From an optimization exercise on the open Yosys and OpenROAD flow, aimed at small area and a short achievable clock period; shortcuts taken in it are not production practice. The RTL was checked by simulation tests, not by an equivalence proof against the original design. No activity file was given, so power comes from the tool's default toggle rates.

### flow/config.mk
export PLATFORM = sky130hd
export DESIGN_NAME = crash_detection
export DESIGN_NICKNAME = crash_detection
export VERILOG_FILES = /design/flow/design.v
export SDC_FILE = /design/flow/constraint.sdc
export NUM_CORES = 4
export LEC_CHECK = 0
export CAP_MARGIN = 20
export CORE_MARGIN = 2
export CORE_UTILIZATION = 45
export PLACE_DENSITY = 0.6
export SLEW_MARGIN = 20
### flow/flow/run.sh
#!/bin/bash
# The standard layout with changes to how it is made:
#  - timing repair is asked to leave 37 ns of setup slack at the design's
#    50 ns clock, so that it works on the paths that set the achieved period;
#  - the port buffers that the standard flow inserts are buf_2 cells;
#  - the clock tree is built from clkbuf_8 cells.
# Clock, constraints and synthesis are unchanged.
set -o pipefail
bash standard.sh SETUP_SLACK_MARGIN=37 "BUFFER_PORTS_ARGS=-buffer_cell sky130_fd_sc_hd__buf_2" \
    CTS_BUF_LIST=sky130_fd_sc_hd__clkbuf_8 finish 2>&1 | tee standard_run.log
### flow/constraint.sdc
create_clock -name core_clock -period 50.0 [get_ports {clk}]
set_input_delay 10.0000 -clock core_clock [delete_from_list [all_inputs] [get_ports {clk}]]
set_output_delay 10.0000 -clock core_clock [all_outputs]
set_load 0.01 [all_outputs]
### flow/design.v
`timescale 1ns / 1ps
module max_norm_3_axes #(
        parameter int DATA_LEN  = 16,
        parameter int DATA_MSB  = 12
    )(
        input   logic [DATA_LEN-1:0]    i_data_x,
        input   logic [DATA_LEN-1:0]    i_data_y,
        input   logic [DATA_LEN-1:0]    i_data_z,
        output  logic [DATA_MSB:0]      o_data_max_norm    
    );
    localparam int N = DATA_MSB;
    logic [N-1:0] cx, cy, cz;
    logic nx, ny, nz;
    assign nx = i_data_x[DATA_LEN-1];
    assign ny = i_data_y[DATA_LEN-1];
    assign nz = i_data_z[DATA_LEN-1];
    assign cx = i_data_x[N-1:0] ^ {N{nx}};
    assign cy = i_data_y[N-1:0] ^ {N{ny}};
    assign cz = i_data_z[N-1:0] ^ {N{nz}};
    logic wx, wy, wz;
    generate
        if (N < DATA_LEN) begin : g_wrap
            assign wx = nx & ~|i_data_x[N-1:0];
            assign wy = ny & ~|i_data_y[N-1:0];
            assign wz = nz & ~|i_data_z[N-1:0];
        end else begin : g_nowrap
            assign wx = 1'b0;
            assign wy = 1'b0;
            assign wz = 1'b0;
        end
    endgenerate
    function automatic logic gt(input logic [N-1:0] ca, input logic na, input logic wa,
                                input logic [N-1:0] cb, input logic nb, input logic wb);
        logic [N:0] t;
        t = {1'b0, ca} + {1'b0, ~cb} + {{N{1'b0}}, na & ~nb};
        gt = ~wa & (wb | t[N]);
    endfunction
    logic y_gt_x, z_gt_x, z_gt_y;
    assign y_gt_x = gt(cy, ny, wy, cx, nx, wx);
    assign z_gt_x = gt(cz, nz, wz, cx, nx, wx);
    assign z_gt_y = gt(cz, nz, wz, cy, ny, wy);
    logic sel_y, sel_z;
    assign sel_z = y_gt_x ? z_gt_y : z_gt_x;
    assign sel_y = y_gt_x & ~z_gt_y;
    assign o_data_max_norm = sel_z ? {nz, cz} : (sel_y ? {ny, cy} : {nx, cx});
endmodule
module div_step4 #(
        parameter int W = 2      
    )(
        input   logic [W-1:0]   i_rem,
        input   logic [15:0]    i_d1,    
        input   logic [15:0]    i_d3,    
        input   logic [3:1]     i_fit,
        output  logic [1:0]     o_q,
        output  logic [W-1:0]   o_rem
    );
    logic [W:0] df1, df2, df3;
    assign df1 = {1'b0, i_rem} - {1'b0, i_d1[W-1:0]};
    assign df2 = {1'b0, i_rem} - {1'b0, i_d1[W-2:0], 1'b0};
    assign df3 = {1'b0, i_rem} - {1'b0, i_d3[W-1:0]};
    logic ge1, ge2, ge3;
    assign ge1 = i_fit[1] & ~df1[W];
    assign ge2 = i_fit[2] & ~df2[W];
    assign ge3 = i_fit[3] & ~df3[W];
    assign o_q   = {ge2, ge3 | (ge1 & ~ge2)};
    assign o_rem = ge3 ? df3[W-1:0] : ge2 ? df2[W-1:0] : ge1 ? df1[W-1:0] : i_rem;
endmodule
module div_fit #(
        parameter int W = 2
    )(
        input   logic [15:0]    i_d1,
        output  logic [3:1]     o_fit
    );
    assign o_fit[1] = {2'b0, i_d1} <  18'(1) << W;
    assign o_fit[2] = {2'b0, i_d1} <  18'(1) << (W-1);
    assign o_fit[3] = {2'b0, i_d1} <= 18'(((1 << W) - 1) / 3);
endmodule
module div_first2 (
        input   logic [3:0]     i_top,   
        input   logic [15:0]    i_d1,    
        output  logic [3:0]     o_q_nb,  
        output  logic [3:0]     o_r_nb,  
        output  logic [3:0]     o_q_b,   
        output  logic [3:0]     o_r_b
    );
    function automatic logic [7:0] div4_tab(input logic [3:0] x, input logic [3:0] d);
        case ({x, d})
            8'h01: div4_tab = 8'h00;
            8'h02: div4_tab = 8'h00;
            8'h03: div4_tab = 8'h00;
            8'h04: div4_tab = 8'h00;
            8'h05: div4_tab = 8'h00;
            8'h06: div4_tab = 8'h00;
            8'h07: div4_tab = 8'h00;
            8'h08: div4_tab = 8'h00;
            8'h09: div4_tab = 8'h00;
            8'h0a: div4_tab = 8'h00;
            8'h0b: div4_tab = 8'h00;
            8'h0c: div4_tab = 8'h00;
            8'h0d: div4_tab = 8'h00;
            8'h0e: div4_tab = 8'h00;
            8'h0f: div4_tab = 8'h00;
            8'h11: div4_tab = 8'h10;
            8'h12: div4_tab = 8'h01;
            8'h13: div4_tab = 8'h01;
            8'h14: div4_tab = 8'h01;
            8'h15: div4_tab = 8'h01;
            8'h16: div4_tab = 8'h01;
            8'h17: div4_tab = 8'h01;
            8'h18: div4_tab = 8'h01;
            8'h19: div4_tab = 8'h01;
            8'h1a: div4_tab = 8'h01;
            8'h1b: div4_tab = 8'h01;
            8'h1c: div4_tab = 8'h01;
            8'h1d: div4_tab = 8'h01;
            8'h1e: div4_tab = 8'h01;
            8'h1f: div4_tab = 8'h01;
            8'h21: div4_tab = 8'h20;
            8'h22: div4_tab = 8'h10;
            8'h23: div4_tab = 8'h02;
            8'h24: div4_tab = 8'h02;
            8'h25: div4_tab = 8'h02;
            8'h26: div4_tab = 8'h02;
            8'h27: div4_tab = 8'h02;
            8'h28: div4_tab = 8'h02;
            8'h29: div4_tab = 8'h02;
            8'h2a: div4_tab = 8'h02;
            8'h2b: div4_tab = 8'h02;
            8'h2c: div4_tab = 8'h02;
            8'h2d: div4_tab = 8'h02;
            8'h2e: div4_tab = 8'h02;
            8'h2f: div4_tab = 8'h02;
            8'h31: div4_tab = 8'h30;
            8'h32: div4_tab = 8'h11;
            8'h33: div4_tab = 8'h10;
            8'h34: div4_tab = 8'h03;
            8'h35: div4_tab = 8'h03;
            8'h36: div4_tab = 8'h03;
            8'h37: div4_tab = 8'h03;
            8'h38: div4_tab = 8'h03;
            8'h39: div4_tab = 8'h03;
            8'h3a: div4_tab = 8'h03;
            8'h3b: div4_tab = 8'h03;
            8'h3c: div4_tab = 8'h03;
            8'h3d: div4_tab = 8'h03;
            8'h3e: div4_tab = 8'h03;
            8'h3f: div4_tab = 8'h03;
            8'h41: div4_tab = 8'h40;
            8'h42: div4_tab = 8'h20;
            8'h43: div4_tab = 8'h11;
            8'h44: div4_tab = 8'h10;
            8'h45: div4_tab = 8'h04;
            8'h46: div4_tab = 8'h04;
            8'h47: div4_tab = 8'h04;
            8'h48: div4_tab = 8'h04;
            8'h49: div4_tab = 8'h04;
            8'h4a: div4_tab = 8'h04;
            8'h4b: div4_tab = 8'h04;
            8'h4c: div4_tab = 8'h04;
            8'h4d: div4_tab = 8'h04;
            8'h4e: div4_tab = 8'h04;
            8'h4f: div4_tab = 8'h04;
            8'h51: div4_tab = 8'h50;
            8'h52: div4_tab = 8'h21;
            8'h53: div4_tab = 8'h12;
            8'h54: div4_tab = 8'h11;
            8'h55: div4_tab = 8'h10;
            8'h56: div4_tab = 8'h05;
            8'h57: div4_tab = 8'h05;
            8'h58: div4_tab = 8'h05;
            8'h59: div4_tab = 8'h05;
            8'h5a: div4_tab = 8'h05;
            8'h5b: div4_tab = 8'h05;
            8'h5c: div4_tab = 8'h05;
            8'h5d: div4_tab = 8'h05;
            8'h5e: div4_tab = 8'h05;
            8'h5f: div4_tab = 8'h05;
            8'h61: div4_tab = 8'h60;
            8'h62: div4_tab = 8'h30;
            8'h63: div4_tab = 8'h20;
            8'h64: div4_tab = 8'h12;
            8'h65: div4_tab = 8'h11;
            8'h66: div4_tab = 8'h10;
            8'h67: div4_tab = 8'h06;
            8'h68: div4_tab = 8'h06;
            8'h69: div4_tab = 8'h06;
            8'h6a: div4_tab = 8'h06;
            8'h6b: div4_tab = 8'h06;
            8'h6c: div4_tab = 8'h06;
            8'h6d: div4_tab = 8'h06;
            8'h6e: div4_tab = 8'h06;
            8'h6f: div4_tab = 8'h06;
            8'h71: div4_tab = 8'h70;
            8'h72: div4_tab = 8'h31;
            8'h73: div4_tab = 8'h21;
            8'h74: div4_tab = 8'h13;
            8'h75: div4_tab = 8'h12;
            8'h76: div4_tab = 8'h11;
            8'h77: div4_tab = 8'h10;
            8'h78: div4_tab = 8'h07;
            8'h79: div4_tab = 8'h07;
            8'h7a: div4_tab = 8'h07;
            8'h7b: div4_tab = 8'h07;
            8'h7c: div4_tab = 8'h07;
            8'h7d: div4_tab = 8'h07;
            8'h7e: div4_tab = 8'h07;
            8'h7f: div4_tab = 8'h07;
            8'h81: div4_tab = 8'h80;
            8'h82: div4_tab = 8'h40;
            8'h83: div4_tab = 8'h22;
            8'h84: div4_tab = 8'h20;
            8'h85: div4_tab = 8'h13;
            8'h86: div4_tab = 8'h12;
            8'h87: div4_tab = 8'h11;
            8'h88: div4_tab = 8'h10;
            8'h89: div4_tab = 8'h08;
            8'h8a: div4_tab = 8'h08;
            8'h8b: div4_tab = 8'h08;
            8'h8c: div4_tab = 8'h08;
            8'h8d: div4_tab = 8'h08;
            8'h8e: div4_tab = 8'h08;
            8'h8f: div4_tab = 8'h08;
            8'h91: div4_tab = 8'h90;
            8'h92: div4_tab = 8'h41;
            8'h93: div4_tab = 8'h30;
            8'h94: div4_tab = 8'h21;
            8'h95: div4_tab = 8'h14;
            8'h96: div4_tab = 8'h13;
            8'h97: div4_tab = 8'h12;
            8'h98: div4_tab = 8'h11;
            8'h99: div4_tab = 8'h10;
            8'h9a: div4_tab = 8'h09;
            8'h9b: div4_tab = 8'h09;
            8'h9c: div4_tab = 8'h09;
            8'h9d: div4_tab = 8'h09;
            8'h9e: div4_tab = 8'h09;
            8'h9f: div4_tab = 8'h09;
            8'ha1: div4_tab = 8'ha0;
            8'ha2: div4_tab = 8'h50;
            8'ha3: div4_tab = 8'h31;
            8'ha4: div4_tab = 8'h22;
            8'ha5: div4_tab = 8'h20;
            8'ha6: div4_tab = 8'h14;
            8'ha7: div4_tab = 8'h13;
            8'ha8: div4_tab = 8'h12;
            8'ha9: div4_tab = 8'h11;
            8'haa: div4_tab = 8'h10;
            8'hab: div4_tab = 8'h0a;
            8'hac: div4_tab = 8'h0a;
            8'had: div4_tab = 8'h0a;
            8'hae: div4_tab = 8'h0a;
            8'haf: div4_tab = 8'h0a;
            8'hb1: div4_tab = 8'hb0;
            8'hb2: div4_tab = 8'h51;
            8'hb3: div4_tab = 8'h32;
            8'hb4: div4_tab = 8'h23;
            8'hb5: div4_tab = 8'h21;
            8'hb6: div4_tab = 8'h15;
            8'hb7: div4_tab = 8'h14;
            8'hb8: div4_tab = 8'h13;
            8'hb9: div4_tab = 8'h12;
            8'hba: div4_tab = 8'h11;
            8'hbb: div4_tab = 8'h10;
            8'hbc: div4_tab = 8'h0b;
            8'hbd: div4_tab = 8'h0b;
            8'hbe: div4_tab = 8'h0b;
            8'hbf: div4_tab = 8'h0b;
            8'hc1: div4_tab = 8'hc0;
            8'hc2: div4_tab = 8'h60;
            8'hc3: div4_tab = 8'h40;
            8'hc4: div4_tab = 8'h30;
            8'hc5: div4_tab = 8'h22;
            8'hc6: div4_tab = 8'h20;
            8'hc7: div4_tab = 8'h15;
            8'hc8: div4_tab = 8'h14;
            8'hc9: div4_tab = 8'h13;
            8'hca: div4_tab = 8'h12;
            8'hcb: div4_tab = 8'h11;
            8'hcc: div4_tab = 8'h10;
            8'hcd: div4_tab = 8'h0c;
            8'hce: div4_tab = 8'h0c;
            8'hcf: div4_tab = 8'h0c;
            8'hd1: div4_tab = 8'hd0;
            8'hd2: div4_tab = 8'h61;
            8'hd3: div4_tab = 8'h41;
            8'hd4: div4_tab = 8'h31;
            8'hd5: div4_tab = 8'h23;
            8'hd6: div4_tab = 8'h21;
            8'hd7: div4_tab = 8'h16;
            8'hd8: div4_tab = 8'h15;
            8'hd9: div4_tab = 8'h14;
            8'hda: div4_tab = 8'h13;
            8'hdb: div4_tab = 8'h12;
            8'hdc: div4_tab = 8'h11;
            8'hdd: div4_tab = 8'h10;
            8'hde: div4_tab = 8'h0d;
            8'hdf: div4_tab = 8'h0d;
            8'he1: div4_tab = 8'he0;
            8'he2: div4_tab = 8'h70;
            8'he3: div4_tab = 8'h42;
            8'he4: div4_tab = 8'h32;
            8'he5: div4_tab = 8'h24;
            8'he6: div4_tab = 8'h22;
            8'he7: div4_tab = 8'h20;
            8'he8: div4_tab = 8'h16;
            8'he9: div4_tab = 8'h15;
            8'hea: div4_tab = 8'h14;
            8'heb: div4_tab = 8'h13;
            8'hec: div4_tab = 8'h12;
            8'hed: div4_tab = 8'h11;
            8'hee: div4_tab = 8'h10;
            8'hef: div4_tab = 8'h0e;
            8'hf1: div4_tab = 8'hf0;
            8'hf2: div4_tab = 8'h71;
            8'hf3: div4_tab = 8'h50;
            8'hf4: div4_tab = 8'h33;
            8'hf5: div4_tab = 8'h30;
            8'hf6: div4_tab = 8'h23;
            8'hf7: div4_tab = 8'h21;
            8'hf8: div4_tab = 8'h17;
            8'hf9: div4_tab = 8'h16;
            8'hfa: div4_tab = 8'h15;
            8'hfb: div4_tab = 8'h14;
            8'hfc: div4_tab = 8'h13;
            8'hfd: div4_tab = 8'h12;
            8'hfe: div4_tab = 8'h11;
            8'hff: div4_tab = 8'h10;
            default: div4_tab = 8'h00;
        endcase
    endfunction
    logic       big;
    logic [7:0] t_nb, t_b;
    assign big  = |i_d1[15:4];
    assign t_nb = div4_tab(i_top, i_d1[3:0]);
    assign t_b  = div4_tab(i_top - 4'd1, i_d1[3:0]);
    assign o_q_nb = big ? 4'd0 : t_nb[7:4];
    assign o_r_nb = big ? i_top : t_nb[3:0];
    assign o_q_b  = big ? 4'd0 : t_b[7:4];
    assign o_r_b  = big ? i_top - 4'd1 : t_b[3:0];
endmodule
`timescale 1ns / 1ps
module crash_detection #(
        parameter int HISTORY_LEN = 16   
    )(
        input   logic           clk,
        input   logic           arst_n,
        input   logic           i_state_rst,
        input   logic           i_sensors_valid,
        input   logic [15:0]    i_gps,
        input   logic [15:0]    i_accel_z,
        input   logic [15:0]    i_accel_y,
        input   logic [15:0]    i_accel_x,
        input   logic [15:0]    i_gyro_z,
        input   logic [15:0]    i_gyro_y,
        input   logic [15:0]    i_gyro_x,
        input   logic [15:0]    i_delta,
        input   logic [31:0]    ireg_speed_threshold,
        input   logic [31:0]    ireg_non_fatal_accel_threshold,
        input   logic [31:0]    ireg_fatal_accel_threshold,
        input   logic [31:0]    ireg_angle_threshold,
        input   logic [31:0]    ireg_angle_in_motion_threshold,
        input   logic [31:0]    ireg_angular_speed_threshold,
        output  logic [1:0]     o_state,
        output  logic           o_non_fatal_intr,
        output  logic           o_fatal_intr
    );
    logic [4:0] cnt;
    always_ff @(posedge clk or negedge arst_n) begin
        if (~arst_n)                cnt <= '0;
        else if (i_state_rst)       cnt <= '0;
        else if (i_sensors_valid & ~cnt[4])    cnt <= cnt + 5'd1;
    end
    logic v0, v15;               
    assign v0  = |cnt;
    assign v15 = cnt[4];
    logic [12:0] acc_in;
    logic [16:0] gyr_in;
    max_norm_3_axes #(.DATA_LEN(16), .DATA_MSB(12)) u_accel_max_norm (
        .i_data_x(i_accel_x), .i_data_y(i_accel_y), .i_data_z(i_accel_z),
        .o_data_max_norm(acc_in)
    );
    max_norm_3_axes #(.DATA_LEN(16), .DATA_MSB(16)) u_gyro_max_norm (
        .i_data_x(i_gyro_x), .i_data_y(i_gyro_y), .i_data_z(i_gyro_z),
        .o_data_max_norm(gyr_in)
    );
    logic [15:0] gps0;
    always_ff @(posedge clk or negedge arst_n) begin
        if (~arst_n)                gps0 <= '0;
        else if (i_state_rst)       gps0 <= '0;
        else if (i_sensors_valid)   gps0 <= i_gps;
    end
    logic [12:0] lo_diff;
    logic        b12;
    assign lo_diff = {1'b0, i_gps[11:0]} - {1'b0, gps0[11:0]};
    assign b12     = lo_diff[12];
    logic [3:0] top_nb;              
    assign top_nb = i_gps[15:12] - gps0[15:12];
    logic [5:0] d3_lo_in;            
    assign d3_lo_in = i_delta[5:0] + {i_delta[4:0], 1'b0};
    logic [3:0] qa_nb, qa_b, ra_nb, ra_b;
    div_first2 u_first (.i_top(top_nb), .i_d1(i_delta),
                        .o_q_nb(qa_nb), .o_r_nb(ra_nb), .o_q_b(qa_b), .o_r_b(ra_b));
    logic [3:0]         p_q;         
    logic [3:0]         p_rem;       
    logic [11:0]        p_lo;        
    logic [15:0]        p_div;       
    logic [5:0]         p_d3_lo;     
    logic [3:1]         p_fit [2:5]; 
    logic               p_zero;      
    logic [3:1] fit_in [2:5];
    genvar j;
    generate
        for (j = 2; j <= 5; j++) begin : g_fit_a
            div_fit #(.W(2*j+2)) u_fit (.i_d1(i_delta), .o_fit(fit_in[j]));
        end
    endgenerate
    always_ff @(posedge clk) begin
        if (i_sensors_valid) begin
            p_q   <= b12 ? qa_b : qa_nb;
            p_rem <= b12 ? ra_b : ra_nb;
            p_lo  <= lo_diff[11:0];
            p_div <= i_delta;
            p_d3_lo <= d3_lo_in;
            for (int i = 2; i <= 5; i++) p_fit[i] <= fit_in[i];
        end
    end
    always_ff @(posedge clk or negedge arst_n) begin
        if (~arst_n)                p_zero <= 1'b1;
        else if (i_state_rst)       p_zero <= 1'b1;
        else if (i_sensors_valid)   p_zero <= ~|i_delta;
    end
    logic [17:0] p_d3;
    assign p_d3 = {2'b0, p_div} + {1'b0, p_div, 1'b0};
    logic [15:0] p_d3_steps;
    assign p_d3_steps = {p_d3[15:6], p_d3_lo};
    logic [11:0] qhi;            
    logic [11:0] r5;             
    logic [15:0] rem_b [2:6];
    assign rem_b[2] = 16'(p_rem);
    assign qhi[11:8] = p_q;
    generate
        for (j = 2; j <= 5; j++) begin : g_steps_b
            logic [2*j+1:0] rin, rout;
            assign rin = {rem_b[j][2*j-1:0], p_lo[15-2*j -: 2]};
            div_step4 #(.W(2*j+2)) u_step (.i_rem(rin), .i_d1(p_div), .i_d3(p_d3_steps),
                                           .i_fit(p_fit[j]), .o_q(qhi[11-2*j -: 2]), .o_rem(rout));
            assign rem_b[j+1] = 16'(rout);
        end
    endgenerate
    assign r5 = rem_b[6][11:0];
    logic [11:0]        p2_q;        
    logic [11:0]        p2_rem;      
    logic [3:0]         p2_lo;       
    logic [15:0]        p2_div;      
    logic               p2_zero;     
    always_ff @(posedge clk) begin
        if (i_sensors_valid) begin
            p2_q   <= qhi;
            p2_rem <= r5;
            p2_lo  <= p_lo[3:0];
            p2_div <= p_div;
        end
    end
    always_ff @(posedge clk or negedge arst_n) begin
        if (~arst_n)                p2_zero <= 1'b1;
        else if (i_state_rst)       p2_zero <= 1'b1;
        else if (i_sensors_valid)   p2_zero <= p_zero;
    end
    logic [15:0] p2_d3;
    assign p2_d3 = p2_div + {p2_div[14:0], 1'b0};
    logic [3:1]  fit6, fit7;
    div_fit #(.W(14)) u_fit6 (.i_d1(p2_div), .o_fit(fit6));
    div_fit #(.W(16)) u_fit7 (.i_d1(p2_div), .o_fit(fit7));
    logic [1:0]  q6, q7;
    logic [13:0] r6;
    logic [15:0] r7;
    div_step4 #(.W(14)) u_step6 (.i_rem({p2_rem, p2_lo[3:2]}), .i_d1(p2_div), .i_d3(p2_d3),
                                 .i_fit(fit6), .o_q(q6), .o_rem(r6));
    div_step4 #(.W(16)) u_step7 (.i_rem({r6, p2_lo[1:0]}), .i_d1(p2_div), .i_d3(p2_d3),
                                 .i_fit(fit7), .o_q(q7), .o_rem(r7));
    logic [15:0] spd1;
    assign spd1 = p2_zero ? 16'd0 : {p2_q, q6, q7};
    logic [15:0] h_spd [2:15];
    logic [12:0] h_acc0;         
    logic [16:0] h_gyr0;
    logic [11:0] h_acc [1:15];
    logic [15:0] h_gyr [1:15];
    logic [11:0] acc0_n;         
    logic [15:0] gyr0_n;
    assign acc0_n = h_acc0[11:0] + {11'd0, h_acc0[12]};
    assign gyr0_n = h_gyr0[15:0] + {15'd0, h_gyr0[16]};
    always_ff @(posedge clk) begin
        if (i_sensors_valid) begin
            h_spd[2] <= spd1;
            h_acc0   <= acc_in;
            h_gyr0   <= gyr_in;
            h_acc[1] <= acc0_n;
            h_gyr[1] <= gyr0_n;
            for (int i = 3; i < 16; i++) h_spd[i] <= h_spd[i-1];
            for (int i = 2; i < 16; i++) begin
                h_acc[i] <= h_acc[i-1];
                h_gyr[i] <= h_gyr[i-1];
            end
        end
    end
    logic [11:0] acc0, acc15;
    logic [15:0] gyr0, gyr15, spd15;
    assign acc0  = v0  ? acc0_n    : 12'd0;
    assign gyr0  = v0  ? gyr0_n    : 16'd0;
    assign acc15 = v15 ? h_acc[15] : 12'd0;
    assign gyr15 = v15 ? h_gyr[15] : 16'd0;
    assign spd15 = v15 ? h_spd[15] : 16'd0;
    logic [18:0] s_acc, s_gyr, s_spd;
    logic [18:0] sum_acc, sum_gyr, sum_spd1;
    assign sum_acc  = s_acc + 19'(acc0);
    assign sum_gyr  = s_gyr + 19'(gyr0);
    assign sum_spd1 = s_spd + 19'(spd1);      
    always_ff @(posedge clk or negedge arst_n) begin
        if (~arst_n) begin
            s_acc <= '0;
            s_gyr <= '0;
            s_spd <= '0;
        end else if (i_state_rst) begin
            s_acc <= '0;
            s_gyr <= '0;
            s_spd <= '0;
        end else if (i_sensors_valid) begin
            s_acc <= sum_acc  - 19'(acc15);
            s_gyr <= sum_gyr  - 19'(gyr15);
            s_spd <= sum_spd1 - 19'(spd15);
        end
    end
    logic [14:0] avg_accel, avg_gyro;
    assign avg_accel = sum_acc[18:4];
    assign avg_gyro  = sum_gyr[18:4];
    logic [14:0] thr;
    logic        thr_small;
    assign thr       = ireg_speed_threshold[14:0];
    assign thr_small = ~|ireg_speed_threshold[31:15];
    logic [3:0]  k;
    logic [17:0] kd_lo, kd_hi;
    logic [19:0] kd;
    logic        c4;
    assign k = 4'd0 - sum_spd1[3:0];
    always_comb begin
        case (k[1:0])
            2'd0: kd_lo = '0;
            2'd1: kd_lo = {2'b0, p_div};
            2'd2: kd_lo = {1'b0, p_div, 1'b0};
            default: kd_lo = p_d3;
        endcase
        case (k[3:2])
            2'd0: kd_hi = '0;
            2'd1: kd_hi = {2'b0, p_div};
            2'd2: kd_hi = {1'b0, p_div, 1'b0};
            default: kd_hi = p_d3;
        endcase
    end
    assign kd = {2'b0, kd_lo} + {kd_hi, 2'b0};
    assign c4 = (|sum_spd1[3:0]) & ({4'd0, r5, p_lo[3:0]} >= kd);
    function automatic logic hi_ge(input logic [14:0] sc, input logic [11:0] q,
                                   input logic [14:0] t);
        logic [14:0] u;
        u = sc + {3'b0, q};
        hi_ge = u >= t;
    endfunction
    logic [14:0] s_hi, s_hi1;
    assign s_hi  = sum_spd1[18:4];
    assign s_hi1 = s_hi + 15'd1;
    logic ge_c0, ge_c1, ge_s;
    assign ge_c0 = hi_ge(s_hi,  qhi, thr);
    assign ge_c1 = hi_ge(s_hi1, qhi, thr);
    assign ge_s  = s_hi >= thr;                  
    localparam logic [1:0] SAFE = 2'b00, NON_FATAL = 2'b01, FATAL = 2'b10;
    logic speed_hi, fatal_acc, nonfatal_acc, angle;
    assign speed_hi     = thr_small & (p_zero ? ge_s : (c4 ? ge_c1 : ge_c0));
    assign fatal_acc    = {17'd0, avg_accel} >  ireg_fatal_accel_threshold;
    assign nonfatal_acc = {17'd0, avg_accel} >  ireg_non_fatal_accel_threshold;
    assign angle        = {17'd0, avg_gyro}  >  ireg_angle_threshold;
    logic [1:0] state, state_next;
    always_comb begin
        state_next = state;
        if (state == SAFE) begin
            if (speed_hi & (fatal_acc | angle))
                state_next = FATAL;
            else if (~speed_hi & (nonfatal_acc | angle))
                state_next = NON_FATAL;
        end
    end
    always_ff @(posedge clk or negedge arst_n) begin
        if (~arst_n)            state <= SAFE;
        else if (i_state_rst)   state <= SAFE;
        else                    state <= state_next;
    end
    assign o_state          = state;
    assign o_non_fatal_intr = state[0];
    assign o_fatal_intr     = state[1];
endmodule
### flow/standard.sh
#!/bin/bash
# synth_recipe.tcl (not shown) runs the flow's synth.tcl, then flattens the netlist and writes it again
# the make line also repeats each setting of config.mk as NAME=value (left out here)
make -C /OpenROAD-flow-scripts/flow DESIGN_CONFIG=/design/flow/config.mk WORK_HOME=/design/flow/orfs CLKGATE_MAP_FILE= SYNTH_SCRIPT=/design/flow/synth_recipe.tcl "${@:-finish}"
==> run_results.csv, run 1 <==
group,metric,value,unit
drt,wirelength,122000,µm
floorplan,rows,124,
synth,ys_seq_elements,852,
worst_setup_path,arrival,13.33,ns
sta,hold_viol_final,0,
worst_setup_path,slowest_stage,"mux4_2",
sta,worstMarginPinSlew,1.06,ns
worst_setup_path,reg2reg_slack,37.48,ns
clock_network,cts_root_buffer,"clkbuf_8",
worst_setup_path,crit_chain,"buf_2, inv_1, ha_1, inv_1, fa_1, buf_4, clkinv_2, ha_4, clkinvlp_4, buf_4, mux4_2, mux4_2, mux2i_1, nor2_1",
cells_and_area,final.fill_count,10231,
drt,drcViolationCount,0,
worst_setup_path,required,50.55,ns
cells_and_area,drive_above_1_share,0.131,
worst_setup_path,worst-path-buf-inv,7,
worst_setup_path,cp-end-kind,"flop",
sta,finalClockSkew,0.0486,ns
power,irDropWorstVdd,0.0754,mV
worst_hold_path,hold_depth,0,
drt,drtPass1Iterations,8,
cells_and_area,syn_to_final_growth,12.6,%
worst_hold_path,min_to,"h_spd[15][7]",
placed_design,portBuffers,254,
drt,viasPerCell,5.43,
synth,synthArstFlopShare,0.0962,
synth,syn-num-nets,5544,
worst_hold_path,min-delay-start,"h_spd[14][7]",
clock_network,cts_sinks,852,
worst_setup_path,start_kind,"primary input",
synth,synth-main-ff-cell,"edfxtp_1",
placed_design,place_area,0.0552,mm²
synth,synth_cells,4620,
sta,final_max_slew_viol_count,0,
cells_and_area,regArea,0.0252,mm²
floorplan,start_util,0.455,
floorplan,core_area,0.115,mm²
grt,grt_pass1_vias,34674,
synth,synth_cell_type_count,110,
worst_hold_path,hold_class,"reg -> reg",
synth,syn_area_per_cell,11.3,µm²
grt,grt_pass1_wl,189000,µm
grt,grt-ovfl-total,0,
cells_and_area,final_util,0.512,
worst_setup_path,worstPathMaxFanout,23,
worst_setup_path,max_stage_delay,0.48,ns
sta,fmax,78.2,MHz
clock_network,cts_max_level,4,
sta,setup_viol,0,
sta,fin_tns_setup,0,ns
worst_setup_path,cp_num_cells,14,
floorplan,pin_count,328,
drt,via_count,35952,
cells_and_area,stdcell_area,0.0587,mm²
power,power_density,65.2,mW/mm²
sta,maxSlewHeadroom,0.278,
clock_network,numCtsBuffers,150,
worst_setup_path,r2r.worst_path.cells,54,
grt,antenna_found_initial,13,
worst_setup_path,r2r_end,"state[1]",
clock_network,cts_tree,"yes",
drt,post_drt_wl_per_cell,18.4,µm
floorplan,die_area,0.119,mm²
worst_setup_path,critical_path.top_delay_family,"buffers and inverters",
worst_setup_path,worstSetupPathType,"in -> reg",
grt,grt_max_degree,196,
clock_network,clk_latency,0.82,ns
floorplan,die_w,344,µm
placed_design,post-dp-hpwl,90600,µm
clock_network,cts.path.max_buffers,3,
grt,grt_usage,0.203,
status,status,"no timing/DRC/antenna violations",
run,cap_violations,0,
drt,drtIter0Drc,2506,
cells_and_area,multiInputGateArea,0.0257,mm²
drt,ant_nets,0,
power,leakagePower,24.8,nW
worst_setup_path,reg2reg_from,"p_div[3]",
clock_network,clk_pin_slew,0.06,ns
sta,rsz0062_at_grt,"yes",
sta,min_period_over_period,0.256,
synth,yosys_warnings,15,
cells_and_area,layout.nets,5905,
sta,min_period,12.78,ns
synth,synth_edf_count,770,
placed_design,gp_congestion,0.901,
synth,ys_seq_area_frac,0.483,
synth,syn-cell-area,0.0521,mm²
floorplan,fp.dieH,344,µm
state kept, by name, indices dropped and copies added, names as in the netlist, 12 cells and up:
| name | flops |
|---|---|
| h_gyr | 240 |
| h_spd | 224 |
| h_acc | 180 |
| s_acc | 19 |
| s_gyr | 19 |
| s_spd | 19 |
| gps0 | 16 |
| h_gyr0 | 16 |
| p2_div | 16 |
| p_div | 16 |
| h_acc0 | 13 |
| p2_q | 12 |
| p2_rem | 12 |
| p_fit | 12 |
| p_lo | 12 |
metal layers:
layer	vias to the layer above	share of wire	global-route usage	wire [µm]
met5	-	0.00030	0	36
met4	6	0.027	0.0714	3240
met3	174	0.049	0.0370	5960
met2	795	0.43	0.297	52200
met1	17129	0.49	0.301	60200
li1	17848	-	-	-
stage by stage:
step	std cells	power [mW]	hold slack [ns]	setup WS, ns
3_5_place_dp	6316	3.13	0.405	34.57
2_1_floorplan	4620	2.60	0.400	37.00
4_1_cts	6604	3.79	0.391	36.96
3_3_place_gp	6316	3.09	0.400	34.63
6_report	6625	3.83	0.396	37.22
5_1_grt	6621	4.16	0.398	36.89
layout by cell type (no fill, tap or decap), types with 26 or more instances in the layout:
cell / Yosys / layout
edfxtp_1: 770 / 770
ha_1: 571 / 570
nor2_1: 353 / 352
inv_1: 289 / 335
a21oi_1: 336 / 332
nand2_1: 271 / 270
buf_2: 13 / 249
xnor2_1: 218 / 214
o21ai_0: 202 / 196
clkbuf_8: 0 / 159
xor2_1: 149 / 146
nor2b_1: 129 / 129
a21o_1: 120 / 119
mux2i_1: 108 / 104
dfrtp_1: 80 / 79
nor3_1: 79 / 78
o21a_1: 75 / 75
nand3_1: 75 / 74
buf_4: 2 / 59
nand2b_1: 49 / 49
a211oi_1: 41 / 37
nor4_1: 35 / 35
a31oi_1: 34 / 33
o21bai_1: 33 / 33
nand4_1: 30 / 30
fa_1: 29 / 29
o211ai_1: 28 / 28
clkinv_1: 3 / 27
and2_1: 26 / 26
power breakdown:
| group | internal [mW] | leakage [nW] | switching, mW |
|---|---|---|---|
| Sequential | 0.883 | 8.65 | 0.0443 |
| Clock | 0.327 | 1.67 | 0.292 |
| Combinational | 0.964 | 14.5 | 1.32 |
worst max-delay path by stage:
stage | from | end | slack, ns
6_report | i_gps[12] | p_q[0] | 37.22
2_1_floorplan | i_gyro_x[15] | h_gyr0[16] | 37.00
3_3_place_gp | p_div[1] | state[1] | 34.63
4_1_cts | p_div[3] | state[1] | 36.96
5_1_grt | p_lo[10] | state[1] | 36.89
3_5_place_dp | p_div[1] | state[1] | 34.57
timing repair:
item                       CTS  global route
hold buffers                 0             0
setup endpoints to repair   92            21
gates resized for setup     24            47
cloned                       0             0
buffers inserted            12            13
pin swaps                    0             6
cell usage after synthesis, types with 29 or more instances:
| cell type | count | area, µm² |
|---|---|---|
| nand4_1 | 30 | 188 |
| inv_1 | 289 | 1080 |
| a21oi_1 | 336 | 1680 |
| xnor2_1 | 218 | 1910 |
| nor2b_1 | 129 | 807 |
| nand2_1 | 271 | 1020 |
| a31oi_1 | 34 | 213 |
| ha_1 | 571 | 7140 |
| nand3_1 | 75 | 375 |
| mux2i_1 | 108 | 1080 |
| xor2_1 | 149 | 1310 |
| a211oi_1 | 41 | 308 |
| nor4_1 | 35 | 219 |
| o21ai_0 | 202 | 1010 |
| a21o_1 | 120 | 901 |
| dfrtp_1 | 80 | 2000 |
| clkbuf_1 | 77 | 289 |
| nor2_1 | 353 | 1330 |
| o21bai_1 | 33 | 248 |
| nor3_1 | 79 | 395 |
| o21a_1 | 75 | 563 |
| fa_1 | 29 | 581 |
| nand2b_1 | 49 | 307 |
| edfxtp_1 | 770 | 23100 |
cell type report:
class,count,share of cell area
Timing Repair Buffer,319,0.0311
Clock buffer,159,0.0373
Sequential cell,852,0.429
Antenna cell,8,0.000341
Multi-Input combinational cell,3363,0.438
Clock inverter,117,0.0128
Tap cell,1512,0.0322
Inverter,295,0.0194
cells by family (layout without fill, tap and decap cells):
group                      after synthesis  in the layout  synth area share
AOI/OAI and AO/OA                     1099           1099             0.139
buffers and inverters                  405            890            0.0298
DFF                                    852            852             0.483
adders and majority gates              601            601             0.148
xor gates and xnor gates               368            368            0.0620
other                                    0              8                 0
and+or+nand+nor                       1156           1156             0.107
muxes                                  139            139            0.0310
==> inputs of run 2 (changes only) <==
==> flow/flow/run.sh (replaced) <==
#!/bin/bash
# The standard layout with changes to how it is made:
#  - timing repair is asked to leave 37 ns of setup slack at the design's
#    50 ns clock, so that it works on the paths that set the achieved period;
#  - the port buffers that the standard flow inserts are buf_2 cells;
#  - the clock tree is built from clkbuf_8 cells, without dummy loads.
# Clock, constraints and synthesis are unchanged.
set -o pipefail
bash standard.sh SETUP_SLACK_MARGIN=37 "BUFFER_PORTS_ARGS=-buffer_cell sky130_fd_sc_hd__buf_2" \
    "CTS_ARGS=-sink_clustering_enable -repair_clock_nets -buf_list sky130_fd_sc_hd__clkbuf_8 -dont_use_dummy_load" \
    finish 2>&1 | tee standard_run.log
==> run_results.csv, run 2 <==
group,metric,value,unit
status,status,"no timing/DRC/antenna violations",
power,irDropWorstVdd,0.0749,mV
drt,viasPerCell,5.49,
synth,synth_cell_type_count,110,
worst_setup_path,worstPathMaxFanout,23,
sta,hold-worst-slack,0.368,ns
synth,synth_edf_count,770,
cells_and_area,largest_register_ffs,240,
placed_design,gp_congestion,0.901,
worst_setup_path,crit_chain,"buf_2, inv_1, ha_1, inv_1, fa_1, buf_4, clkinv_2, ha_4, clkinvlp_4, buf_4, mux4_2, mux4_2, mux2i_1, nor2_1",
grt,grt_pass1_vias,34405,
worst_setup_path,slowest_stage,"mux4_2",
grt,grt-ovfl-total,0,
sta,hold_viol_final,0,
clock_network,clk_pin_slew,0.06,ns
sta,finalClockSkew,0.0935,ns
worst_setup_path,arrival,13.33,ns
cells_and_area,final.fill_count,10243,
sta,min_period,12.84,ns
placed_design,portBuffers,254,
cells_and_area,largest-register,"h_gyr",
floorplan,die_w,344,µm
floorplan,pin_count,328,
cells_and_area,regArea,0.0252,mm²
worst_setup_path,reg2reg_from,"p_div[1]",
grt,grt_usage,0.202,
synth,syn_area_per_cell,11.3,µm²
cells_and_area,drive_above_1_share,0.126,
drt,drtPass1Iterations,8,
worst_setup_path,worst-path-buf-inv,7,
sta,final_max_slew_viol_count,0,
synth,synthArstFlopShare,0.0962,
drt,drcViolationCount,0,
sta,rsz0062_at_grt,"yes",
sta,maxSlewHeadroom,0.271,
drt,wirelength,121000,µm
drt,drtIter0Drc,2497,
worst_setup_path,worstSetupPathType,"in -> reg",
cells_and_area,syn_to_final_growth,11.0,%
synth,yosys_warnings,15,
clock_network,cts_tree,"yes",
worst_setup_path,critical_path.top_delay_family,"buffers and inverters",
clock_network,clk_latency,0.80,ns
clock_network,cts_max_level,4,
sta,fmax,77.9,MHz
synth,syn-cell-area,0.0521,mm²
worst_setup_path,cp-end-kind,"flop",
clock_network,cts_root_buffer,"clkbuf_8",
synth,ys_seq_elements,852,
synth,syn-num-nets,5544,
sta,worstMarginPinSlew,1.07,ns
worst_hold_path,hold_class,"reg -> reg",
floorplan,start_util,0.455,
cells_and_area,multiInputGateArea,0.0257,mm²
cells_and_area,layout.nets,5910,
power,power_density,64.2,mW/mm²
synth,synth_area_leader_cell,"edfxtp_1",
cells_and_area,largestRegisters,"h_gyr (240), h_spd (224), h_acc (180)",
grt,grt_pass1_wl,188000,µm
synth,ys_seq_area_frac,0.483,
worst_setup_path,required,50.49,ns
worst_setup_path,critPathLaunch,"i_gps[12]",
synth,synth_most_common_cell,"edfxtp_1",
sta,setup_viol,0,
worst_setup_path,start_kind,"primary input",
worst_setup_path,max_stage_delay,0.48,ns
grt,antenna_found_initial,13,
synth,synth-main-ff-cell,"edfxtp_1",
floorplan,rows,124,
drt,via_count,35676,
drt,ant_nets,0,
sta,min_period_over_period,0.257,
drt,post_drt_wl_per_cell,18.6,µm
placed_design,post-dp-hpwl,90600,µm
grt,grt_max_degree,196,
cells_and_area,final_common_cell,"edfxtp_1",
worst_setup_path,cp_num_cells,14,
cells_and_area,layout_common_cells,"edfxtp_1 (770), ha_1 (570), nor2_1 (352)",
synth,synth_cells,4620,
run,cap_violations,0,
worst_hold_path,min-delay-start,"h_acc[4][10]",
clock_network,cts_sinks,852,
clock_network,holdBufCountCts,0,
worst_hold_path,hold_depth,0,
floorplan,die_area,0.119,mm²
synth,synth.area.top_cells,"edfxtp_1 (44%), ha_1 (14%), dfrtp_1 (3.8%)",
synth,netlist.area_leader.share,0.444,
floorplan,fp.dieH,344,µm
clock_network,cts.path.max_buffers,3,
worst_setup_path,r2r.worst_path.cells,56,
sta,fin_tns_setup,0,ns
clock_network,numCtsBuffers,150,
power,leakagePower,24.2,nW
floorplan,core_area,0.115,mm²
synth,synthTopCellsByCount,"edfxtp_1 (770), ha_1 (571), nor2_1 (353), a21oi_1 (336), inv_1 (289)",
[run 2: cell counts after synthesis]
Identical to the previous run, type by type.
[run 2: timing repair]
action	4_1_cts	5_1_grt
gates resized for setup	24	46
pin swaps	0	5
buffers inserted	13	17
endpoints found under the hold margin	0	0
endpoints found under the setup margin	93	26
[run 2: final cells by class]
cell class                 instances  share of cell area
antenna                            8            0.000346
clock buffer                     150              0.0357
inverter                         295              0.0197
multi-input combinational       3363               0.444
sequential                       852               0.435
tap                             1512              0.0327
timing repair buffer             324              0.0323
[run 2: cells by family (layout without fill, tap and decap cells)]
kind of cell | after synthesis | after routing | share of synthesized area
AO/OA/AOI/OAI | 1099 | 1099 | 0.139
multiplexers | 139 | 139 | 0.0310
adder cells (fa/ha/maj) | 601 | 601 | 0.148
other | 0 | 8 | 0
buffers and inverters | 405 | 769 | 0.0298
AND/OR/NAND/NOR | 1156 | 1156 | 0.107
XOR/XNOR | 368 | 368 | 0.0620
flip-flops | 852 | 852 | 0.483
[run 2: metrics by stage]
stage / setup WS, ns / cells / power (mW) / utilization / cell area (µm²)
6_report: 37.16 / 6504 / 3.71 / 0.505 / 57800
5_1_grt: 36.83 / 6500 / 4.04 / 0.504 / 57800
4_1_cts: 36.96 / 6479 / 3.67 / 0.501 / 57500
3_5_place_dp: 34.57 / 6316 / 3.13 / 0.482 / 55200
3_3_place_gp: 34.63 / 6316 / 3.09 / 0.482 / 55200
2_1_floorplan: 37.00 / 4620 / 2.60 / - / 52200
[run 2: final timing paths]
kind                                end  slack, ns
max                              p_q[0]      37.16
max reg2reg                    state[1]      37.49
max in group asynchronous       gps0[9]      39.46
min                        h_acc[5][10]       0.37
min in group asynchronous     s_gyr[18]       9.26
min reg2reg                h_acc[5][10]       0.37
[run 2: per-layer routing]
| metal | track usage | part of all wire | vias to the layer above |
|---|---|---|---|
| met3 | 0.0361 | 0.052 | 187 |
| met5 | 0 | 0.00025 | - |
| met1 | 0.301 | 0.49 | 17005 |
| met2 | 0.296 | 0.43 | 759 |
| met4 | 0.0687 | 0.027 | 6 |
| li1 | - | - | 17719 |
[run 2: power breakdown]
group          internal (mW)  switching, mW
sequential             0.884         0.0440
clock                  0.262          0.241
combinational          0.964           1.32
total                   2.11           1.60
==> inputs of run 3 (changes only) <==
==> flow/flow/run.sh (replaced) <==
#!/bin/bash
# The standard layout with changes to how it is made:
#  - timing repair is asked to leave 37 ns of setup slack at the design's
#    50 ns clock, so that it works on the paths that set the achieved period;
#  - the port buffers that the standard flow inserts are buf_2 cells;
#  - the clock tree is built from clkbuf_8 cells, without dummy loads;
#  - the core is filled to 65% and placed at density 0.8.
# Clock, constraints and synthesis are unchanged.
set -o pipefail
bash standard.sh SETUP_SLACK_MARGIN=37 "BUFFER_PORTS_ARGS=-buffer_cell sky130_fd_sc_hd__buf_2" \
    "CTS_ARGS=-sink_clustering_enable -repair_clock_nets -buf_list sky130_fd_sc_hd__clkbuf_8 -dont_use_dummy_load" \
    CORE_UTILIZATION=65 PLACE_DENSITY=0.8 \
    finish 2>&1 | tee standard_run.log
==> run_results.csv, run 3 <==
group,metric,value,unit
clock_network,holdBufCountCts,0,
worst_setup_path,critPathLaunch,"i_gyro_y[15]",
clock_network,cts_max_level,4,
sta,min_period_over_period,0.257,
synth,synthTopCellsByCount,"edfxtp_1 (770), ha_1 (571), nor2_1 (353), a21oi_1 (336), inv_1 (289)",
placed_design,post-dp-hpwl,87400,µm
floorplan,core_area,0.0791,mm²
synth,synth_area_leader_cell,"edfxtp_1",
worst_setup_path,cp-end-kind,"flop",
clock_network,clk_latency,0.81,ns
clock_network,numCtsBuffers,136,
sta,finalWorstSetupSlack,37.13,ns
sta,fmax,77.7,MHz
worst_setup_path,crit_top_cell,"mux2_2",
cells_and_area,layout.nets,5893,
worst_setup_path,r2r_end,"state[1]",
synth,yosys_warnings,15,
grt,grt-ovfl-total,0,
sta,setup_viol,0,
grt,grt_max_degree,207,
synth,synthArstFlopShare,0.0962,
status,status,"no timing/DRC/antenna violations",
floorplan,die_area,0.0825,mm²
floorplan,pin_count,328,
grt,grt_pass1_vias,35756,
synth,syn-num-nets,5544,
drt,ant_nets,0,
power,power_density,65.4,mW/mm²
cells_and_area,final.fill_count,5583,
run,cap_violations,0,
worst_setup_path,arrival,13.34,ns
placed_design,portBuffers,254,
worst_setup_path,required,50.48,ns
clock_network,clk_pin_slew,0.06,ns
worst_setup_path,r2r.worst_path.cells,54,
synth,synth_edf_count,770,
floorplan,start_util,0.659,
clock_network,cts.path.max_buffers,3,
worst_setup_path,start_kind,"primary input",
drt,drcViolationCount,0,
worst_hold_path,min_to,"h_gyr[8][12]",
power,leakagePower,24.1,nW
power,irDropWorstVdd,0.0790,mV
floorplan,die_w,287,µm
drt,post_drt_wl_per_cell,19.7,µm
synth,netlist.area_leader.share,0.444,
grt,grt_pass1_wl,186000,µm
sta,rsz0062_at_grt,"yes",
synth,synth.area.top_cells,"edfxtp_1 (44%), ha_1 (14%), dfrtp_1 (3.8%)",
synth,synth_cells,4620,
synth,ys_seq_area_frac,0.483,
synth,synth_cell_type_count,110,
synth,synth-main-ff-cell,"edfxtp_1",
worst_setup_path,worstSetupPathType,"in -> reg",
sta,maxSlewHeadroom,0.257,
drt,drtPass1Iterations,6,
synth,syn_area_per_cell,11.3,µm²
worst_hold_path,hold_depth,0,
synth,syn-cell-area,0.0521,mm²
worst_setup_path,slowest_stage,"a211oi_2",
floorplan,fp.dieH,287,µm
drt,drtIter0Drc,3203,
worst_hold_path,min-delay-start,"h_gyr[7][12]",
sta,min_period,12.87,ns
cells_and_area,largest-register,"h_gyr",
cells_and_area,drive_above_1_share,0.123,
drt,via_count,36665,
grt,grt_usage,0.286,
clock_network,cts_root_buffer,"clkbuf_8",
drt,wirelength,119000,µm
synth,synth_most_common_cell,"edfxtp_1",
worst_hold_path,hold_class,"reg -> reg",
placed_design,place_ws,34.74,ns
cells_and_area,final_util,0.721,
worst_setup_path,reg2reg_from,"p2_div[1]",
sta,hold_viol_final,0,
sta,worstMarginPinSlew,1.12,ns
drt,viasPerCell,6.09,
cells_and_area,layout_common_cells,"edfxtp_1 (770), ha_1 (570), nor2_1 (351)",
worst_setup_path,crit_chain,"clkbuf_4, xnor2_1, inv_1, ha_1, nand2_1, o21bai_1, a21o_1, a21oi_1, nor2b_1, o21ai_0, a2111oi_0, a211oi_2, nand3_4, mux2_2, mux2_2",
cells_and_area,final_common_cell,"edfxtp_1",
worst_setup_path,worstPathMaxFanout,18,
sta,fin_tns_setup,0,ns
sta,finalClockSkew,0.0964,ns
synth,ys_seq_elements,852,
cells_and_area,syn_to_final_growth,9.44,%
worst_setup_path,max_stage_delay,0.40,ns
worst_setup_path,reg2reg_slack,37.72,ns
clock_network,cts_sinks,852,
floorplan,rows,103,
cells_and_area,largestRegisters,"h_gyr (240), h_spd (224), h_acc (180)",
sta,final_max_slew_viol_count,0,
placed_design,gp_congestion,0.966,
grt,antenna_found_initial,4,
clock_network,cts_tree,"yes",
cells_and_area,largest_register_ffs,240,
[run 3: cell counts after synthesis]
No cell type changed its count.
[run 3: metal layers]
metal | wire, µm | up-vias | GRT usage
li1 | - | 17701 | -
met1 | 54000 | 17491 | 0.417
met2 | 53200 | 1232 | 0.442
met3 | 8130 | 239 | 0.0455
met4 | 3370 | 2 | 0.0926
met5 | 9 | - | 0
[run 3: layout make-up]
cell class | count | area (µm²) | share of cell area
well taps | 1050 | 1310 | 0.0230
repair buffers | 321 | 1850 | 0.0325
diodes | 3 | 7.51 | 0.000132
multi-input cells | 3363 | 25700 | 0.450
inverters | 295 | 1140 | 0.0200
clock buffers | 136 | 1870 | 0.0328
flip-flops and latches | 852 | 25200 | 0.441
[run 3: worst max-delay path by stage]
stage | endpoint | slack [ns] | cells after the start
after floorplan | h_gyr0[16] | 37.00 | 15
final | h_gyr0[16] | 37.13 | 15
after CTS | state[1] | 36.94 | 59
after global routing | state[1] | 36.91 | 61
after detailed placement | state[1] | 34.74 | 54
after global placement | state[1] | 34.87 | 54
[run 3: logic make-up (layout without fill, tap and decap cells)]
group / after synthesis / count (layout) / share of synthesized area
adders and majority gates: 601 / 601 / 0.148
buffers and inverters: 405 / 752 / 0.0298
other: 0 / 3 / 0
DFF: 852 / 852 / 0.483
and+or+nand+nor: 1156 / 1156 / 0.107
muxes: 139 / 139 / 0.0310
AOI/OAI and AO/OA: 1099 / 1099 / 0.139
xor gates and xnor gates: 368 / 368 / 0.0620
[run 3: critical path: cells and delay by family]
family                     cells  cell delay [ns]
AOI/OAI and AO/OA              6             1.25
xor gates and xnor gates       1             0.31
adders and majority gates      1             0.28
buffers and inverters          2             0.33
muxes                          2             0.66
and+or+nand+nor                3             0.50
[run 3: timing repair]
item | in CTS | in global routing
pin swaps | 1 | 7
gates cloned | 0 | 0
setup buffers | 20 | 13
endpoints found under the setup margin | 21 | 20
gates resized for setup | 21 | 46
[run 3: stage by stage]
step | hold WS (ns) | instance area, µm² | cells | power, mW
finish | 0.343 | 57000 | 6020 | 3.73
global route | 0.347 | 57000 | 6018 | 4.03
CTS | 0.340 | 56700 | 6004 | 3.66
detailed placement | 0.405 | 54600 | 5848 | 3.14
global placement | 0.400 | 54600 | 5848 | 3.08
floorplan | 0.400 | 52200 | 4620 | 2.60
[run 3: power by group]
part / switching (mW) / internal (mW)
sequential: 0.0453 / 0.883
combinational: 1.36 / 0.963
clock: 0.238 / 0.239
total: 1.64 / 2.09
==> inputs of run 4 (changes only) <==
--- a/flow/flow/run.sh
+++ b/flow/flow/run.sh
@@ -5,9 +5,8 @@
 #  - the port buffers that the standard flow inserts are buf_2 cells;
 #  - the clock tree is built from clkbuf_8 cells, without dummy loads;
-#  - the core is filled to 65% and placed at density 0.8.
+#  - repair stops fixing total negative slack after 10% of the endpoints.
 # Clock, constraints and synthesis are unchanged.
 set -o pipefail
 bash standard.sh SETUP_SLACK_MARGIN=37 "BUFFER_PORTS_ARGS=-buffer_cell sky130_fd_sc_hd__buf_2" \
     "CTS_ARGS=-sink_clustering_enable -repair_clock_nets -buf_list sky130_fd_sc_hd__clkbuf_8 -dont_use_dummy_load" \
-    CORE_UTILIZATION=65 PLACE_DENSITY=0.8 \
-    finish 2>&1 | tee standard_run.log
+    TNS_END_PERCENT=10 finish 2>&1 | tee standard_run.log
==> run_results.csv, run 4 <==
group,metric,value,unit
synth,syn_area_per_cell,11.3,µm²
drt,drcViolationCount,0,
sta,min_period,12.86,ns
floorplan,rows,124,
drt,wirelength,122000,µm
power,irDropWorstVdd,0.0550,mV
sta,worstMarginPinSlew,1.01,ns
sta,hold_viol_final,0,
grt,grt-ovfl-total,0,
synth,syn-num-nets,5544,
sta,finalClockSkew,0.0765,ns
synth,synthArstFlopShare,0.0962,
synth,ys_seq_area_frac,0.483,
power,power_density,64.3,mW/mm²
synth,ys_seq_elements,852,
synth,synth_edf_count,770,
drt,dr_wl_met3,5890,µm
floorplan,fp.dieH,344,µm
synth,synth_most_common_cell,"edfxtp_1",
floorplan,die_area,0.119,mm²
cells_and_area,drive_above_1_share,0.123,
clock_network,holdBufCountCts,0,
sta,finalWorstSetupSlack,37.14,ns
sta,setup_viol,0,
synth,synth-main-ff-cell,"edfxtp_1",
drt,drtIter0Drc,2558,
floorplan,core_area,0.115,mm²
drt,ant_nets,0,
drt,post_drt_wl_per_cell,18.7,µm
synth,syn-cell-area,0.0521,mm²
synth,synth_cells,4620,
cells_and_area,syn_to_final_growth,10.8,%
grt,antenna_found_initial,13,
cells_and_area,layout_common_cells,"edfxtp_1 (770), ha_1 (570), nor2_1 (351)",
run,cap_violations,0,
clock_network,cts_tree,"yes",
worst_setup_path,start_kind,"primary input",
worst_setup_path,required,50.46,ns
floorplan,pin_count,328,
placed_design,post-dp-hpwl,90900,µm
synth,synthTopCellsByCount,"edfxtp_1 (770), ha_1 (571), nor2_1 (353), a21oi_1 (336), inv_1 (289)",
grt,grt_pass1_vias,34540,
floorplan,die_w,344,µm
grt,grt_pass1_wl,189000,µm
worst_setup_path,cp-end-kind,"flop",
sta,fmax,77.8,MHz
synth,synth_cell_type_count,110,
placed_design,gp_congestion,0.897,
worst_setup_path,arrival,13.32,ns
cells_and_area,layout.nets,5898,
cells_and_area,largest_register_ffs,240,
sta,min_period_over_period,0.257,
worst_hold_path,hold_class,"reg -> reg",
cells_and_area,final.fill_count,10290,
floorplan,start_util,0.455,
synth,synth.area.top_cells,"edfxtp_1 (44%), ha_1 (14%), dfrtp_1 (3.8%)",
sta,rsz0062_at_grt,"yes",
clock_network,cts_max_level,4,
status,status,"no timing/DRC/antenna violations",
cells_and_area,final_common_cell,"edfxtp_1",
cells_and_area,largest-register,"h_gyr",
worst_setup_path,worstPathMaxFanout,23,
clock_network,cts_sinks,852,
placed_design,place_ws,34.75,ns
drt,via_count,35746,
drt,dr.max_layer_used,"met5",
synth,netlist.area_leader.share,0.444,
sta,final_max_slew_viol_count,0,
clock_network,clk_latency,0.81,ns
clock_network,cts_root_buffer,"clkbuf_8",
power,design_power_total,3.71,mW
power,leakagePower,24.2,nW
synth,synth_area_leader_cell,"edfxtp_1",
drt,wl_met2,53200,µm
cells_and_area,largestRegisters,"h_gyr (240), h_spd (224), h_acc (180)",
clock_network,numCtsBuffers,144,
worst_setup_path,worstSetupPathType,"in -> reg",
drt,met1_length,59700,µm
synth,yosys_warnings,15,
clock_network,cts.path.max_buffers,3,
placed_design,portBuffers,254,
drt,drtPass1Iterations,5,
sta,maxSlewHeadroom,0.306,
drt,viasPerCell,5.51,
grt,grt_usage,0.203,
clock_network,clk_pin_slew,0.06,ns
sta,fin_tns_setup,0,ns
grt,grt_max_degree,84,
run 4: worst max-delay path, stage by stage:
cell and delay [ns]:
buf_2 0.11, inv_1 0.05, ha_1 0.13, inv_1 0.05
fa_1 0.49, buf_6 0.24, clkinv_2 0.24, ha_4 0.45
clkinvlp_4 0.20, buf_4 0.19, a221oi_1 0.23, a211oi_1 0.08
o21ai_0 0.29, o31ai_1 0.13, a221oi_1 0.32, a21oi_1 0.08
run 4: through the flow:
| stage | cells | utilization | hold WS [ns] | area (µm²) |
|---|---|---|---|---|
| final | 6492 | 0.504 | 0.362 | 57800 |
| after global routing | 6491 | 0.504 | 0.373 | 57800 |
| after CTS | 6472 | 0.501 | 0.360 | 57400 |
| after detailed placement | 6317 | 0.482 | 0.405 | 55200 |
| after global placement | 6317 | 0.482 | 0.400 | 55200 |
| after floorplan | 4620 | - | 0.400 | 52200 |
run 4: cell type report:
class	count	area, µm²	area share
diodes	8	20.0	0.000347
clock buffers	144	1980	0.0343
inverters	295	1140	0.0197
multi-input cells	3363	25700	0.445
flip-flops and latches	852	25200	0.436
well taps	1512	1890	0.0328
repair buffers	318	1840	0.0318
run 4: power by group:
group	internal (mW)	switching [mW]
registers	0.883	0.0435
clock network	0.252	0.239
logic	0.970	1.32
run 4: kinds of logic after synthesis:
logic type | Yosys count | synth area share
XOR/XNOR | 368 | 0.0620
buffers and inverters | 405 | 0.0298
flip-flops | 852 | 0.483
AO/OA/AOI/OAI | 1099 | 0.139
adder cells (fa/ha/maj) | 601 | 0.148
AND/OR/NAND/NOR | 1156 | 0.107
multiplexers | 139 | 0.0310
run 4: final timing paths:
check                              start            end  slack [ns]  cells past startpoint
max                            i_gps[12]       p_rem[2]       37.14                     16
min                        h_gyr[10][15]  h_gyr[11][15]        0.36                      0
max reg2reg                     p_div[0]       state[1]       37.65                     60
min reg2reg                h_gyr[10][15]  h_gyr[11][15]        0.36                      0
max in group asynchronous         arst_n        gps0[6]       39.40                      2
min in group asynchronous         arst_n      s_acc[17]        9.27                      1
run 4: routing by layer:
| metal | global-route usage | vias to the layer above |
|---|---|---|
| met5 | 0 | - |
| met4 | 0.0688 | 6 |
| met3 | 0.0346 | 195 |
| met2 | 0.302 | 803 |
| met1 | 0.300 | 17035 |
| li1 | - | 17707 |
run 4: repair_timing:
item	CTS	global route
cloned	0	0
resized for setup	26	44
buffers inserted	11	12
endpoints found under the setup margin	80	101
pin swaps	0	7
hold endpoints to repair	0	0
==> inputs of run 5 (changes only) <==
--- a/flow/flow/run.sh
+++ b/flow/flow/run.sh
@@ -5,8 +5,9 @@
 #  - the port buffers that the standard flow inserts are buf_2 cells;
 #  - the clock tree is built from clkbuf_8 cells, without dummy loads;
-#  - repair stops fixing total negative slack after 10% of the endpoints.
+#  - the core is filled to 55% and placed at density 0.7.
 # Clock, constraints and synthesis are unchanged.
 set -o pipefail
 bash standard.sh SETUP_SLACK_MARGIN=37 "BUFFER_PORTS_ARGS=-buffer_cell sky130_fd_sc_hd__buf_2" \
     "CTS_ARGS=-sink_clustering_enable -repair_clock_nets -buf_list sky130_fd_sc_hd__clkbuf_8 -dont_use_dummy_load" \
-    TNS_END_PERCENT=10 finish 2>&1 | tee standard_run.log
+    CORE_UTILIZATION=55 PLACE_DENSITY=0.7 \
+    finish 2>&1 | tee standard_run.log
==> run_results.csv, run 5 <==
group,metric,value,unit
grt,use_met2,0.360,
sta,worstMarginPinSlew,1.03,ns
floorplan,fp.dieH,312,µm
sta,fin_tns_setup,0,ns
floorplan,core_area,0.0936,mm²
grt,grt_max_degree,192,
power,leakagePower,24.1,nW
sta,min_period,12.77,ns
cells_and_area,largestRegisters,"h_gyr (240), h_spd (224), h_acc (180)",
synth,synth_cells,4620,
clock_network,cts_sinks,852,
cells_and_area,largest_register_ffs,240,
grt,met1_usage,0.359,
grt,grt-ovfl-total,0,
worst_hold_path,hold_class,"reg -> reg",
floorplan,die_w,312,µm
grt,busiest_layer,"met2",
floorplan,die_area,0.0973,mm²
grt,grt_pass1_wl,185000,µm
worst_setup_path,required,50.48,ns
synth,synth_most_common_cell,"edfxtp_1",
grt,grt_usage,0.241,
cells_and_area,drive_above_1_share,0.122,
worst_setup_path,arrival,13.25,ns
clock_network,cts.path.max_buffers,3,
worst_setup_path,start_kind,"primary input",
placed_design,place_area,0.0549,mm²
status,status,"no timing/DRC/antenna violations",
drt,drcViolationCount,0,
drt,post_drt_wl_per_cell,19.1,µm
drt,via_count,35907,
worst_setup_path,worstSetupPathType,"in -> reg",
power,power_density,64.9,mW/mm²
drt,ant_nets,0,
drt,viasPerCell,5.77,
sta,hold_viol_final,0,
sta,maxSlewHeadroom,0.307,
floorplan,start_util,0.557,
sta,fmax,78.3,MHz
grt,antenna_found_initial,4,
synth,synthArstFlopShare,0.0962,
clock_network,cts_tree,"yes",
sta,finalClockSkew,0.0935,ns
placed_design,post-dp-hpwl,88800,µm
clock_network,clk_pin_slew,0.06,ns
clock_network,numCtsBuffers,138,
cells_and_area,syn_to_final_growth,9.85,%
grt,grt_use_met3,0.0433,
synth,synth_cell_type_count,110,
floorplan,pin_count,328,
sta,rsz0062_at_grt,"yes",
clock_network,cts_max_level,4,
cells_and_area,stdcell_count,6224,
synth,netlist.area_leader.share,0.444,
worst_setup_path,cp-end-kind,"flop",
clock_network,clk_latency,0.82,ns
grt,grt_pass1_vias,34569,
synth,syn-num-nets,5544,
sta,hold-worst-slack,0.358,ns
synth,synth.area.top_cells,"edfxtp_1 (44%), ha_1 (14%), dfrtp_1 (3.8%)",
power,design_power_total,3.71,mW
synth,synth-main-ff-cell,"edfxtp_1",
sta,final_max_slew_viol_count,0,
synth,ys_seq_elements,852,
synth,synthTopCellsByCount,"edfxtp_1 (770), ha_1 (571), nor2_1 (353), a21oi_1 (336), inv_1 (289)",
worst_setup_path,worstPathMaxFanout,18,
placed_design,dp.cells,6057,
synth,synth_area_leader_cell,"edfxtp_1",
clock_network,cts_root_buffer,"clkbuf_8",
placed_design,gp_congestion,0.932,
cells_and_area,largest-register,"h_gyr",
floorplan,rows,112,
synth,synth_edf_count,770,
synth,syn_area_per_cell,11.3,µm²
sta,min_period_over_period,0.255,
placed_design,portBuffers,254,
power,irDropWorstVdd,0.0852,mV
drt,wirelength,119000,µm
sta,setup_viol,0,
synth,syn-cell-area,0.0521,mm²
drt,drtPass1Iterations,6,
drt,drtIter0Drc,2841,
run,cap_violations,0,
cells_and_area,layout_common_cells,"edfxtp_1 (770), ha_1 (570), nor2_1 (351)",
synth,ys_seq_area_frac,0.483,
synth,yosys_warnings,15,
cells_and_area,layout.nets,5891,
cells_and_area,stdcell_area,0.0573,mm²
cells_and_area,final_common_cell,"edfxtp_1",
==> run 5: changes by cell type in the layout (fill, tap and decap cells not counted), sizes merged <==
| cell | delta |
|---|---|
| diode | -3 |
| clkinv | -1 |
| clkbuf | -6 |
| buf | -1 |
| inv | +1 |
==> run 5: worst paths after layout <==
path / start / to / slack, ns / cells past startpoint
max reg2reg: p_div[0] / state[1] / 37.71 / 57
min in group asynchronous: arst_n / s_gyr[5] / 9.16 / 1
min reg2reg: h_gyr[1][11] / h_gyr[2][11] / 0.36 / 0
max in group asynchronous: arst_n / s_spd[7] / 39.49 / 2
max: i_gyro_x[15] / h_gyr0[16] / 37.23 / 15
min: h_gyr[1][11] / h_gyr[2][11] / 0.36 / 0
==> run 5: layout make-up <==
cell class / count / area, µm²
sequential: 852 / 25200
inverter: 295 / 1140
antenna: 5 / 12.5
tap: 1254 / 1570
multi-input combinational: 3363 / 25700
clock buffer: 138 / 1900
fill: 7703 / 36300
timing repair buffer: 317 / 1790
==> run 5: through the flow <==
stage	util	worst slack, ns
after floorplan	-	37.00
after global placement	0.586	34.93
after detailed placement	0.586	34.74
after CTS	0.609	36.89
after global routing	0.612	36.92
final	0.612	37.23
==> run 5: power by group <==
group          total (mW)  switching [mW]  leakage, nW  internal [mW]
logic                2.31            1.34         14.5          0.966
registers           0.927          0.0433         8.65          0.883
clock network       0.479           0.237        0.992          0.242
total                3.71            1.62         24.1           2.09
==> run 5: logic make-up (layout without fill, tap and decap cells) <==
kind of cell / count (synthesis) / count (layout) / synth area share
and+or+nand+nor: 1156 / 1156 / 0.107
AOI/OAI and AO/OA: 1099 / 1099 / 0.139
DFF: 852 / 852 / 0.483
adders and majority gates: 601 / 601 / 0.148
buffers and inverters: 405 / 750 / 0.0298
xor gates and xnor gates: 368 / 368 / 0.0620
muxes: 139 / 139 / 0.0310
other: 0 / 5 / 0
==> run 5: what timing repair did <==
item                       in CTS  in global routing
pin swaps                       0                  5
resized for setup              22                 42
hold buffers                    0                  0
setup endpoints to repair       9                 23
setup buffers                  13                 11
==> run 5: critical path: stages <==
cell      delay (ns)
clkbuf_4        0.30
xor2_1          0.31
inv_1           0.12
ha_1            0.33
a21o_1          0.19
a21o_1          0.18
a21oi_1         0.14
nor2b_1         0.05
o21ai_0         0.16
nand2b_1        0.09
a211oi_2        0.37
a211oi_1        0.11
o31ai_2         0.17
buf_4           0.36
mux2_2          0.36
==> run 5: layer usage <==
layer,vias up,part of all wire
met4,2,0.022
met2,895,0.43
met5,-,0.00010
li1,17698,-
met3,182,0.059
met1,17130,0.49

-- what the ideal ports hide --
The flow's constraints put no driver on any port. The routed layouts listed below were extracted and timed again, unchanged, in two steps. Step 1: set_driving_cell puts a clkbuf_16 on clk and a buf_2 on each other input, an assumption about the parent block. Step 2 moves the port delays by t, midway between the first and last clock arrival at a register: inputs arrive t later, outputs are due t later. That takes back most of the time a late clock gives input paths. Three values: no drivers, after step 1, after step 2; two values: the first two.
| run | shift t [ns] | setup slack, ns | slew at the worst register clock pin (ns) |
|---|---|---|---|
| run 1 | 0.868 | 37.218 / 37.271 / 36.403 | 0.06 / 0.06 |
| run 2 | 0.835 | 37.158 / 37.212 / 36.377 | 0.06 / 0.06 |
| run 3 | 0.841 | 37.135 / 37.173 / 36.333 | 0.07 / 0.07 |
| run 4 | 0.837 | 37.145 / 37.203 / 36.367 | 0.06 / 0.06 |
| run 5 | 0.854 | 37.228 / 37.281 / 36.427 | 0.06 / 0.06 |
After both steps setup and hold are still met in every run listed. For run 1, which loses most, drivers alone change the setup slack by +0.053 ns; drivers and shift together by -0.815 ns.
